This is an optimization exercise on Yosys and OpenROAD, whose aim is small area, not a production implementation. Only simulation tests tie the RTL to the original design; equivalence was not proved. Power figures rest on the tool's default switching activity, not on a simulated workload.

==> flow/design.v (outline; a module is shown in full before it is edited, if it fits) <==
// module fa_c: 4 lines
// module ha_c: 4 lines
// module core: 3110 lines
module core(
            i_clk,
            i_rst,
            i_data,
            i_valid,
            o_data,
            o_valid
            );
  // ...
==> flow/flow/run.sh <==
#!/bin/bash
# Own layout flow: the standard synthesis, its glue logic mapped again by
# ABC (flow/untie.py, flow/remap.ys), then the standard layout with a
# clock tree built without dummy loads.  Each tool's output goes to a log
# file in the work folder.
set -euo pipefail
W=$PWD
R=$W/orfs/results/${FLOW_PLATFORM:-sky130hd}/core/base
LIB=$FLOW_HOME/platforms/sky130hd/lib/sky130_fd_sc_hd__tt_025C_1v80.lib
YOSYS=$FLOW_HOME/../tools/install/yosys/bin/yosys
[[ -x $YOSYS ]] || YOSYS=yosys

bash standard.sh synth > log_1_synth.txt 2>&1

cp "$R/1_2_yosys.v" std_synth.v
python3 flow/untie.py std_synth.v std_untied.v 2> log_2_untie.txt
sed -e "s#@LIB@#$LIB#g" -e "s#@FLOW@#$W/flow#g" flow/remap.ys > remap.ys
"$YOSYS" -s remap.ys > log_2_remap.txt 2>&1
cp remapped.v "$R/1_2_yosys.v"
rm -f "$R/1_synth.odb" "$R/1_synth.sdc"

bash standard.sh \
  "CTS_ARGS=-sink_clustering_enable -repair_clock_nets -dont_use_dummy_load -sink_clustering_size 30 -sink_clustering_max_diameter 70" \
  finish > log_3_layout.txt 2>&1
==> flow/flow/abc.constr <==
set_driving_cell sky130_fd_sc_hd__buf_1
set_load 5
==> flow/flow/abc.script <==
strash
&get -n
&fraig -x
&put
scorr
dc2
dretime
strash
&get -n
&dch -f
&nf
&put
buffer -c
upsize -c
dnsize -c
==> flow/flow/remap.ys <==
# Re-maps the glue logic of the standard synthesis netlist (std_untied.v, the
# standard netlist with its tied full adders opened up by untie.py) with ABC.  Registers, full/half adders and tie cells are
# kept as they are (same instances and names); everything else is flattened
# to logic and mapped again.  Writes the netlist to remapped.v.
read_liberty -ignore_miss_func @LIB@
read_verilog std_untied.v
hierarchy -top core
setattr -mod -set keep_hierarchy 1 sky130_fd_sc_hd__*df* sky130_fd_sc_hd__*dl* sky130_fd_sc_hd__fa_* sky130_fd_sc_hd__ha_* sky130_fd_sc_hd__conb_*
flatten
techmap
opt -fast
opt_clean -purge
abc -script @FLOW@/abc.script -constr @FLOW@/abc.constr -D 25000 -liberty @LIB@ -dont_use sky130_fd_sc_hd__probe_p_8 -dont_use sky130_fd_sc_hd__probec_p_8 -dont_use sky130_fd_sc_hd__lpflow_bleeder_1 -dont_use sky130_fd_sc_hd__lpflow_clkbufkapwr_1 -dont_use sky130_fd_sc_hd__lpflow_clkbufkapwr_16 -dont_use sky130_fd_sc_hd__lpflow_clkbufkapwr_2 -dont_use sky130_fd_sc_hd__lpflow_clkbufkapwr_4 -dont_use sky130_fd_sc_hd__lpflow_clkbufkapwr_8 -dont_use sky130_fd_sc_hd__lpflow_clkinvkapwr_1 -dont_use sky130_fd_sc_hd__lpflow_clkinvkapwr_16 -dont_use sky130_fd_sc_hd__lpflow_clkinvkapwr_2 -dont_use sky130_fd_sc_hd__lpflow_clkinvkapwr_4 -dont_use sky130_fd_sc_hd__lpflow_clkinvkapwr_8 -dont_use sky130_fd_sc_hd__lpflow_decapkapwr_12 -dont_use sky130_fd_sc_hd__lpflow_decapkapwr_3 -dont_use sky130_fd_sc_hd__lpflow_decapkapwr_4 -dont_use sky130_fd_sc_hd__lpflow_decapkapwr_6 -dont_use sky130_fd_sc_hd__lpflow_decapkapwr_8 -dont_use sky130_fd_sc_hd__lpflow_inputiso0n_1 -dont_use sky130_fd_sc_hd__lpflow_inputiso0p_1 -dont_use sky130_fd_sc_hd__lpflow_inputiso1n_1 -dont_use sky130_fd_sc_hd__lpflow_inputiso1p_1 -dont_use sky130_fd_sc_hd__lpflow_inputisolatch_1 -dont_use sky130_fd_sc_hd__lpflow_isobufsrc_1 -dont_use sky130_fd_sc_hd__lpflow_isobufsrc_16 -dont_use sky130_fd_sc_hd__lpflow_isobufsrc_2 -dont_use sky130_fd_sc_hd__lpflow_isobufsrc_4 -dont_use sky130_fd_sc_hd__lpflow_isobufsrc_8 -dont_use sky130_fd_sc_hd__lpflow_isobufsrckapwr_16 -dont_use sky130_fd_sc_hd__lpflow_lsbuf_lh_hl_isowell_tap_1 -dont_use sky130_fd_sc_hd__lpflow_lsbuf_lh_hl_isowell_tap_2 -dont_use sky130_fd_sc_hd__lpflow_lsbuf_lh_hl_isowell_tap_4 -dont_use sky130_fd_sc_hd__lpflow_lsbuf_lh_isowell_4 -dont_use sky130_fd_sc_hd__lpflow_lsbuf_lh_isowell_tap_1 -dont_use sky130_fd_sc_hd__lpflow_lsbuf_lh_isowell_tap_2 -dont_use sky130_fd_sc_hd__lpflow_lsbuf_lh_isowell_tap_4 
opt_clean -purge
hilomap -singleton -hicell sky130_fd_sc_hd__conb_1 HI -locell sky130_fd_sc_hd__conb_1 LO
select core
write_verilog -noattr -noexpr -nohex -nodec -selected remapped.v
==> flow/flow/untie.py <==
#!/usr/bin/env python3
"""Replaces each full adder cell with an input tied to 1 by a tie cell by the
two gates it computes (x + y + 1: sum ~(x^y), carry x|y), and drops the tie
cell, so that ABC maps them in the remap step.  usage: untie.py IN OUT"""
import re, sys
txt = open(sys.argv[1]).read()
cell_re = re.compile(r'^\s*(sky130_fd_sc_hd__\w+)\s+(\S+)\s*\((.*?)\);\n', re.S | re.M)
pin_re = re.compile(r'\.(\w+)\(\s*([^()]*?)\s*\)')
cells = [(m, m.group(1), dict(pin_re.findall(m.group(3)))) for m in cell_re.finditer(txt)]
hi = {}
for m, t, p in cells:
    if t == 'sky130_fd_sc_hd__conb_1' and 'HI' in p and 'LO' not in p:
        hi[p['HI']] = m
uses = {}
for m, t, p in cells:
    for k, v in p.items():
        if v in hi and t != 'sky130_fd_sc_hd__conb_1':
            uses.setdefault(v, []).append((m, t, k))
edits = []
n = 0
for net, lst in uses.items():
    done = 0
    for m, t, k in lst:
        if t != 'sky130_fd_sc_hd__fa_1': continue
        p = dict(pin_re.findall(m.group(3)))
        xs = [p[x] for x in ('A', 'B', 'CIN') if x != k]
        if any(x in hi for x in xs): continue
        rep = (f"  assign {p['SUM']} = ~( {xs[0]} ^ {xs[1]} ) ;\n"
               f"  assign {p['COUT']} = {xs[0]} | {xs[1]} ;\n")
        edits.append((m.start(), m.end(), rep))
        done += 1
    n += done
    if done == len(lst):
        hm = hi[net]
        edits.append((hm.start(), hm.end(), ""))
for s, e, r in sorted(edits, reverse=True):
    txt = txt[:s] + r + txt[e:]
open(sys.argv[2], 'w').write(txt)
print(f"untied {n} full adders", file=sys.stderr)
==> flow/standard.sh <==
#!/bin/bash
# synth_recipe.tcl (not shown) runs the flow's synth.tcl, then flattens the netlist and writes it again
# the make line also repeats each setting of config.mk as NAME=value (left out here)
make -C /OpenROAD-flow-scripts/flow DESIGN_CONFIG=/design/flow/config.mk WORK_HOME=/design/flow/orfs CLKGATE_MAP_FILE= SYNTH_SCRIPT=/design/flow/synth_recipe.tcl "${@:-finish}"
==> flow/config.mk <==
export PLATFORM = sky130hd
export DESIGN_NAME = core
export DESIGN_NICKNAME = core
export VERILOG_FILES = /design/flow/design.v
export SDC_FILE = /design/flow/constraint.sdc
export NUM_CORES = 4
export LEC_CHECK = 0
export ABC_AREA = 1
export CAP_MARGIN = 20
export CORE_MARGIN = 2
export CORE_UTILIZATION = 40
export SLEW_MARGIN = 20
export SYNTH_HIERARCHICAL = 1
export SYNTH_MINIMUM_KEEP_SIZE = 0
==> flow/constraint.sdc <==
create_clock -name core_clock -period 25.0 [get_ports {i_clk}]
set_input_delay 5.0000 -clock core_clock [delete_from_list [all_inputs] [get_ports {i_clk}]]
set_output_delay 5.0000 -clock core_clock [all_outputs]
set_load 0.01 [all_outputs]
==> flow_metrics.env, run 1 <==
export IMPL_status="finished clean"
export IMPL_route_detailed_drc=0
export IMPL_synth_nets=4962
export IMPL_die_area_um2=132000
export IMPL_cp_depth=33
export IMPL_clkCellAreaFrac=0.0215
export IMPL_cpLargestDelayFamily="adder cells"
export IMPL_cp_required_ns=25.50
export IMPL_cts_root_buf="clkbuf_16"
export IMPL_ys_warn_count=9
export IMPL_cp_slowest_cell="and2_1"
export IMPL_grt_pass1_vias=33500
export IMPL_hold_path_class="flop to flop"
export IMPL_min_delay_start="kr[43][5]"
export IMPL_fin_ws_ns=8.49
export IMPL_grt_use_met3=0.0465
export IMPL_crit_start="i_valid"
export IMPL_num_tap_cells=1662
export IMPL_r2r_end="nP10[21]"
export IMPL_layout_commonest_cell="nand2_1"
export IMPL_num_clock_buffers=47
export IMPL_p_int_uw=1770
export IMPL_cts_setup_buffers=0
export IMPL_syn_to_final_growth_pct=6.47
export IMPL_holdPathStages=0
export IMPL_p_comb_uw=13.1
export IMPL_ctsResizeCount=0
export IMPL_multiInputGateArea_um2=28200
export IMPL_fill_cells=11700
export IMPL_nets=4873
export IMPL_port_buffers=27
export IMPL_power_uw=2190
export IMPL_gr_usage_met1=0.304
export IMPL_area_share_nonclk_buffers=0.0192
export IMPL_post_drt_via_cell_ratio=5.63
export IMPL_switching_share=0.193
export IMPL_largestClassByArea="multi-input gates"
export IMPL_routed_wl_met3_um=12400
export IMPL_stdcell_count=5691
export IMPL_dp_worst_setup_slack_ns=7.97
export IMPL_tritoncts="yes"
export IMPL_htreeDepth=2
export IMPL_wl_met1_um=59100
export IMPL_drv_slew=0
export IMPL_rr_startpoint="y_axis[0]"
==> inputs of run 2 (changes only) <==
--- a/flow/design.v
+++ b/flow/design.v
@@ -21,17 +21,16 @@
 input      [15:0] i_data;
 output     [ 7:0] o_data;
 parameter  idle      = 0;
 parameter  kernel_in = 1;
 parameter  image_in  = 2;
 parameter  mul_plse  = 3;
 parameter  linear    = 4;
 localparam signed [21:0] MIN = 22'h200000;
-reg         [7:0] data_o_w, data_o_r;
 reg         o_valid_w, o_valid_r;
 reg         [  3:0] channel_count, next_channel_count;
 reg         [  1:0] x_axis       , next_x_axis;
 reg         [  1:0] y_axis       , next_y_axis;
 reg         [  5:0] next_x_image;
 reg         [  4:0] x_half;                        
 wire        [  5:0] x_image = {x_half, 1'b0};
 reg         [  5:0] next_y_image;
@@ -2844,23 +2843,23 @@
 wire [21:0] cmp_x = {~nsel[21], nsel[20:0]};
 wire [22:0] cmp_c;
 assign cmp_c[0] = 1'b1;
 genvar gi;
 generate for (gi = 0; gi < 22; gi = gi + 1) begin : g_cmp
     assign cmp_c[gi+1] = (cmp_y[gi] & cmp_x[gi]) | (cmp_y[gi] & cmp_c[gi]) | (cmp_x[gi] & cmp_c[gi]);
 end endgenerate
 wire conv_gt = ~cmp_c[22];
-assign o_data  = data_o_r;
+assign o_data  = (layer == 1)  ? {4'b0, max_before} :
+                 (layer == 30) ? {1'b0, max_out[9:3]} : max_out[14:7];
 assign o_valid = o_valid_r;
 always @(*)
 begin
     next_max        = max_out;
     o_valid_w       = 0;
-    data_o_w        = 0;
     next_max_new    = max_new;
     next_max_before = max_before;
     case (state)
         idle:
             next_max = MIN;
         image_in:
         begin
             if (i_valid)
@@ -2875,32 +2874,29 @@
             end
         end
         mul_plse:
         begin
             if (conv_gt && !conv_out[21]) next_max = conv_out;
             if ((x_axis == 1) && (y_axis == 1))
             begin
                 o_valid_w = 1;
-                if (layer == 30) data_o_w = {1'b0, next_max[9:3]};
-                else             data_o_w = next_max[14:7];
             end
         end
         linear:
         begin
             next_max_new = max_new + 1;
             if (conv_gt)
             begin
                 next_max_before = max_new;
                 next_max        = conv_out;
             end
             if (linear_count == 10 || linear_count == 20 || linear_count == 30)
             begin
                 o_valid_w = 1;
-                data_o_w  = next_max_before;
             end
         end
         default: ;
     endcase
 end
 always@ (*)
 begin
     next_x_axis        = x_axis;
@@ -3098,17 +3094,16 @@
     begin
         o_valid_r     <= o_valid_w;
         state         <= next_state;
         layer         <= next_layer;
     end
 end
 always@(posedge i_clk)
 begin
-    data_o_r      <= data_o_w;
     x_axis        <= next_x_axis;
     y_axis        <= next_y_axis;
     x_half        <= next_x_image[5:1];
     y_half        <= next_y_image[5:1];
     channel_count <= next_channel_count;
     max_out       <= next_max;
     linear_count  <= next_linear_count;
     outcha_count  <= next_outcha_count;
==> flow_metrics.env, run 2 <==
export IMPL_status="finished clean"
export IMPL_hpwlAfterDp_um=96000
export IMPL_critPathLaunchType="primary input"
export IMPL_tritoncts="yes"
export IMPL_switchingPower_uw=425
export IMPL_min_delay_start="kr[55][4]"
export IMPL_coreArea_um2=126000
export IMPL_syn_instance_count=4085
export IMPL_dr_pass1_iters=6
export IMPL_drv_slew=0
export IMPL_port_buffers=27
export IMPL_dp_worst_setup_slack_ns=7.28
export IMPL_cap_violations=0
export IMPL_holdPathStages=0
export IMPL_syn_area_um2=50900
export IMPL_post_drt_via_cell_ratio=5.51
export IMPL_antenna_found_initial=7
export IMPL_drtAntennaViolNets=0
export IMPL_grt_first_pass_wirelength_um=201000
export IMPL_row_count=130
export IMPL_final_layout_size_suffix_gt1_frac=0.0911
export IMPL_ios=28
export IMPL_htreeDepth=2
export IMPL_cts_num_sinks=811
export IMPL_die_w_um=361
export IMPL_crit_path_max_fanout=60
export IMPL_routed_wl_um=132000
export IMPL_cp_slowest_cell="and2_1"
export IMPL_drt_initial_drc_count=2910
export IMPL_synth_avg_cell_area_um2=12.5
export IMPL_cts_clk_slew_worst_paths_ns=0.10
export IMPL_largest_register_ffs=576
export IMPL_power_density_nw_per_um2=40.1
export IMPL_layout_common_cells="nand2_1 (921), fa_1 (784), edfxtp_1 (561)"
export IMPL_rsz0062_at_grt="no"
export IMPL_clkLatencyLatePin_ns=0.68
export IMPL_ctsResizeCount=0
export IMPL_relSlewSlack=0.264
export IMPL_endpoint_kind="flop"
export IMPL_switching_share=0.195
export IMPL_nets=4860
export IMPL_wl_per_cell_um=23.4
export IMPL_worst_slew_pin_slew_ns=1.10
export IMPL_dpl_cell_area_um2=53200
export IMPL_post_route_util=0.432
export IMPL_fin_crit_ns=17.17
export IMPL_p_leak_uw=0.0152
export IMPL_route_detailed_drc=0
export IMPL_holdBufCountCts=0
export IMPL_holdPathEnd="kr[64][4]"
export IMPL_rr_startpoint="state[1]"
export IMPL_cts_buffer_depth=3
export IMPL_finalCritPeriodShare=0.687
export IMPL_cp_required_ns=25.49
export IMPL_final_area_um2=54500
export IMPL_crit_type="primary input to flop"
export IMPL_hold_viol=0
export IMPL_die_h_um=361
export IMPL_max_freq_ghz=0.0583
export IMPL_r2r_end="nP00[21]"
export IMPL_setup_viol=0
export IMPL_rr_worst_depth=34
export IMPL_fin_worst_hold_slack_ns=0.351
export IMPL_cp_arrival_ns=17.65
export IMPL_p_seq_frac=0.648
export IMPL_gp_routability_congestion=0.928
export IMPL_cts_root_buf="clkbuf_16"
export IMPL_layout_commonest_cell="nand2_1"
export IMPL_cts_buffers=48
export IMPL_clkPwrFrac=0.346
export IMPL_start_util=0.404
export IMPL_grt_max_degree=198
export IMPL_grt_pass1_vias=32100
export IMPL_top_register="kr"
export IMPL_grt_usage=0.205
export IMPL_vias=31200
export IMPL_rrSetupSlack_ns=11.45
export IMPL_hold_path_class="flop to flop"
export IMPL_fin_ws_ns=7.83
export IMPL_synth_nets=4927
export IMPL_comb_power_share=0.006
export IMPL_syn_to_final_growth_pct=6.89
export IMPL_p_int_uw=1760
export IMPL_setup_tns_ns=0
export IMPL_ys_warn_count=9
export IMPL_cpPeakStageDelay_ns=0.92
export IMPL_die_area_um2=130000
export IMPL_grt_overflow_total=0
export IMPL_skew_ns=0.104
export IMPL_cts_setup_buffers=0
export IMPL_cpMostUsedCell="fa_1"
export IMPL_irDropWorstVdd_mv=0.0439
[run 2: cell types whose count changed in the layout (fill, tap and decap cells not counted), moves of 7 or more]
cell and delta:
a21oi_1 +7, buf_4 +12, dfxtp_1 -8, inv_1 -15, mux2_1 -36, mux2_2 +36, mux2i_1 -13, nand2_1 +17
nand4_1 +12, o21ai_0 +22, o21ai_1 -16, o22ai_1 -12, or2_1 -16, or2_2 +14
[run 2: worst max-delay path by stage]
stage             from        to  depth (start not counted)
5_1_grt        i_valid  nP00[21]                         33
2_1_floorplan  i_valid  nP01[21]                         34
3_3_place_gp   i_valid  nP00[21]                         33
6_report       i_valid  nP00[21]                         33
4_1_cts        i_valid  nP00[21]                         33
3_5_place_dp   i_valid  nP00[21]                         33
[run 2: power groups by stage]
stage | clock network [µW] | registers, µW | logic (µW)
floorplan | 0 | 1450 | 2.25
global placement | 0 | 1450 | 12.6
detailed placement | 0 | 1450 | 12.6
CTS | 786 | 1420 | 12.6
global route | 826 | 1420 | 12.8
finish | 756 | 1420 | 12.7
[run 2: through the flow]
step | power [µW] | cells
floorplan | 1450 | 4085
global placement | 1460 | 5618
detailed placement | 1460 | 5618
CTS | 2210 | 5666
global route | 2250 | 5666
finish | 2180 | 5668
[run 2: routing by layer]
metal	wire, µm	up-vias	GRT usage	part of all wire
li1	-	13500	-	-
met1	56100	16100	0.288	0.42
met2	58800	1304	0.309	0.44
met3	10600	292	0.0397	0.080
met4	6770	6	0.0907	0.051
met5	39	-	0	0.00029
[run 2: area by class of cell]
class                           count  area (µm²)
Timing Repair Buffer              141        1150
Inverter                           46         173
Multi-Input combinational cell   2970       28000
Antenna cell                        2        5.00
Tap cell                         1650        2060
Sequential cell                   811       21900
Clock buffer                       48        1200
Fill cell                       11400       71600
[run 2: critical path, delay by kind of cell]
kind / cells / cell delay, ns
xor+xnor: 2 / 0.33
simple gates: 6 / 1.73
fa+ha+maj: 22 / 9.11
compound gates: 1 / 0.08
buf+inv: 2 / 1.34
==> inputs of run 3 (changes only) <==
--- a/flow/flow/remap.ys
+++ b/flow/flow/remap.ys
@@ -1,11 +1,12 @@
 # Re-maps the glue logic of the standard synthesis netlist (std_untied.v, the
-# standard netlist with its tied full adders opened up by untie.py) with ABC.  Registers, full/half adders and tie cells are
+# standard netlist with its tied full adders opened up by untie.py) with ABC.
+# Registers, full adders and tie cells are
 # kept as they are (same instances and names); everything else is flattened
 # to logic and mapped again.  Writes the netlist to remapped.v.
 read_liberty -ignore_miss_func @LIB@
 read_verilog std_untied.v
 hierarchy -top core
-setattr -mod -set keep_hierarchy 1 sky130_fd_sc_hd__*df* sky130_fd_sc_hd__*dl* sky130_fd_sc_hd__fa_* sky130_fd_sc_hd__ha_* sky130_fd_sc_hd__conb_*
+setattr -mod -set keep_hierarchy 1 sky130_fd_sc_hd__*df* sky130_fd_sc_hd__*dl* sky130_fd_sc_hd__fa_* sky130_fd_sc_hd__conb_*
 flatten
 techmap
 opt -fast
==> flow_metrics.env, run 3 <==
export IMPL_fin_crit_ns=16.51
export IMPL_setup_tns_ns=0
export IMPL_grt_usage=0.216
export IMPL_cpMostUsedCell="fa_1"
export IMPL_cts_buffer_depth=3
export IMPL_tritoncts="yes"
export IMPL_status="finished clean"
export IMPL_dr_pass1_iters=7
export IMPL_crit_type="primary input to flop"
export IMPL_drt_initial_drc_count=3480
export IMPL_cap_violations=0
export IMPL_irDropWorstVdd_mv=0.0560
export IMPL_nets=4770
export IMPL_comb_power_share=0.005
export IMPL_setup_viol=0
export IMPL_wl_per_cell_um=24.7
export IMPL_post_drt_via_cell_ratio=5.61
export IMPL_hold_viol=0
export IMPL_coreArea_um2=125000
export IMPL_largest_register_ffs=576
export IMPL_relSlewSlack=0.234
export IMPL_drv_slew=0
export IMPL_grt_overflow_total=0
export IMPL_switching_share=0.193
export IMPL_vias=31500
export IMPL_final_layout_size_suffix_gt1_frac=0.0805
export IMPL_ios=28
export IMPL_syn_to_final_growth_pct=6.14
export IMPL_syn_instance_count=4071
export IMPL_crit_path_max_fanout=22
export IMPL_cts_setup_buffers=0
export IMPL_cts_root_buf="clkbuf_16"
export IMPL_p_int_uw=1730
export IMPL_cp_required_ns=25.46
export IMPL_antenna_found_initial=6
export IMPL_holdBufCountCts=0
export IMPL_clkPwrFrac=0.333
export IMPL_ys_warn_count=9
export IMPL_cts_clk_slew_worst_paths_ns=0.10
export IMPL_power_uw=2140
export IMPL_worst_slew_pin_slew_ns=1.15
export IMPL_hpwlAfterDp_um=102000
export IMPL_finalCritPeriodShare=0.660
export IMPL_holdPathStages=0
export IMPL_grt_first_pass_wirelength_um=208000
export IMPL_route_detailed_drc=0
export IMPL_cp_slowest_cell="nand2_1"
export IMPL_synth_avg_cell_area_um2=12.4
export IMPL_synth_nets=4874
export IMPL_rsz0062_at_grt="no"
export IMPL_clkLatencyLatePin_ns=0.65
export IMPL_routed_wl_um=139000
export IMPL_rr_worst_depth=33
export IMPL_max_freq_ghz=0.0606
export IMPL_drtAntennaViolNets=0
export IMPL_start_util=0.402
export IMPL_endpoint_kind="flop"
export IMPL_grt_max_degree=200
export IMPL_fill_cells=11500
export IMPL_htreeDepth=2
export IMPL_hold_path_class="flop to flop"
export IMPL_port_buffers=27
export IMPL_die_w_um=359
export IMPL_cts_num_sinks=811
export IMPL_cts_buffers=43
export IMPL_die_h_um=359
export IMPL_gp_routability_congestion=0.944
export IMPL_syn_area_um2=50400
export IMPL_p_seq_frac=0.662
export IMPL_ctsResizeCount=0
export IMPL_power_density_nw_per_um2=40.0
export IMPL_critPathLaunchType="primary input"
export IMPL_top_register="kr"
export IMPL_layout_commonest_cell="nand2_1"
export IMPL_grt_pass1_vias=32100
export IMPL_cp_arrival_ns=16.97
export IMPL_p_leak_uw=0.0145
export IMPL_switchingPower_uw=412
export IMPL_layout_common_cells="nand2_1 (985), fa_1 (784), edfxtp_1 (561)"
export IMPL_die_area_um2=129000
export IMPL_row_count=130
export IMPL_skew_ns=0.0697
export IMPL_cpPeakStageDelay_ns=0.76
-- run 3: path summary, 6_finish.rpt --
kind                                  end       from  slack, ns
worst max register to register   nP10[21]   state[2]      11.99
min in group asynchronous        layer[3]      i_rst       4.68
max in group asynchronous        state[0]      i_rst      20.04
worst min-delay path            kr[36][2]  kr[27][2]       0.36
worst max-delay path             nP10[21]    i_valid       8.49
worst min register to register  kr[36][2]  kr[27][2]       0.36
-- run 3: worst max-delay path, delay by kind of cell --
kind / cells / cell delay, ns
XOR/XNOR: 1 / 0.15
AO/OA/AOI/OAI: 5 / 1.54
AND/OR/NAND/NOR: 4 / 1.11
adder cells (fa/ha/maj): 20 / 8.33
buffers and inverters: 3 / 0.81
-- run 3: area by class of cell --
class,instances,area (µm²),area share
multi-input cells,2971,27500,0.513
flip-flops and latches,811,21900,0.409
well taps,1650,2060,0.0386
clock buffers,43,1080,0.0201
repair buffers,103,853,0.0160
inverters,37,146,0.00274
diodes,1,2.50,0.0000468
-- run 3: metrics by stage --
stage          worst slack [ns]  utilization  cell area [µm²]  hold slack (ns)  instances
2_1_floorplan              8.57            -            50400            0.400       4071
3_3_place_gp               8.20        0.418            52400            0.400       5572
3_5_place_dp               8.07        0.418            52400            0.405       5572
4_1_cts                    8.71        0.427            53500            0.360       5615
5_1_grt                    8.13        0.427            53500            0.351       5615
6_report                   8.49        0.427            53500            0.356       5616
-- run 3: per-layer routing --
layer / routed length [µm] / share of wire / up-vias / track usage
met5: 50 / 0.00036 / - / 0
li1: - / - / 13400 / -
met1: 58500 / 0.42 / 16400 / 0.307
met3: 11900 / 0.086 / 330 / 0.0399
met2: 61300 / 0.44 / 1442 / 0.327
met4: 6800 / 0.049 / 8 / 0.0883
-- run 3: power groups by stage --
| stage | Sequential [µW] | Clock [µW] | Combinational [µW] |
|---|---|---|---|
| 2_1_floorplan | 1450 | 0 | 1.85 |
| 3_3_place_gp | 1450 | 0 | 10.8 |
| 3_5_place_dp | 1450 | 0 | 10.8 |
| 4_1_cts | 1420 | 737 | 10.9 |
| 5_1_grt | 1420 | 782 | 11.2 |
| 6_report | 1420 | 712 | 11.2 |

-- static timing again, ports no longer ideal --
The flow's constraints put no driver on any port. The routed layouts listed below were extracted and timed again, unchanged, in two steps. Step 1, drivers: a clkbuf_16 drives i_clk and a buf_2 each remaining input, both assumed. Step 2, shift: input delay + t, output delay - t, t = (earliest + latest rising clock arrival at the registers) / 2. This alone moves slack from input paths to output paths. Slacks: ideal / step 1 / step 2; pairs: ideal / step 1.
| run | shift t [ns] | setup WS [ns] | latest minus earliest clock arrival (ns) | worst register clock-pin slew, ns | worst data-port slew with drivers (ns) |
|---|---|---|---|---|---|
| run 1 | 0.684 | 8.488 / 8.540 / 7.855 | 0.071 / 0.071 | 0.11 / 0.11 | 0.07 |
| run 2 | 0.696 | 7.833 / 7.854 / 7.158 | 0.104 / 0.104 | 0.11 / 0.11 | 0.15 |
| run 3 | 0.690 | 8.488 / 8.510 / 7.820 | 0.070 / 0.070 | 0.11 / 0.11 | 0.16 |
After both steps every run listed still meets setup and hold. The setup slack of run 2, which loses most, moves by +0.021 ns with the drivers and by -0.675 ns with both steps.
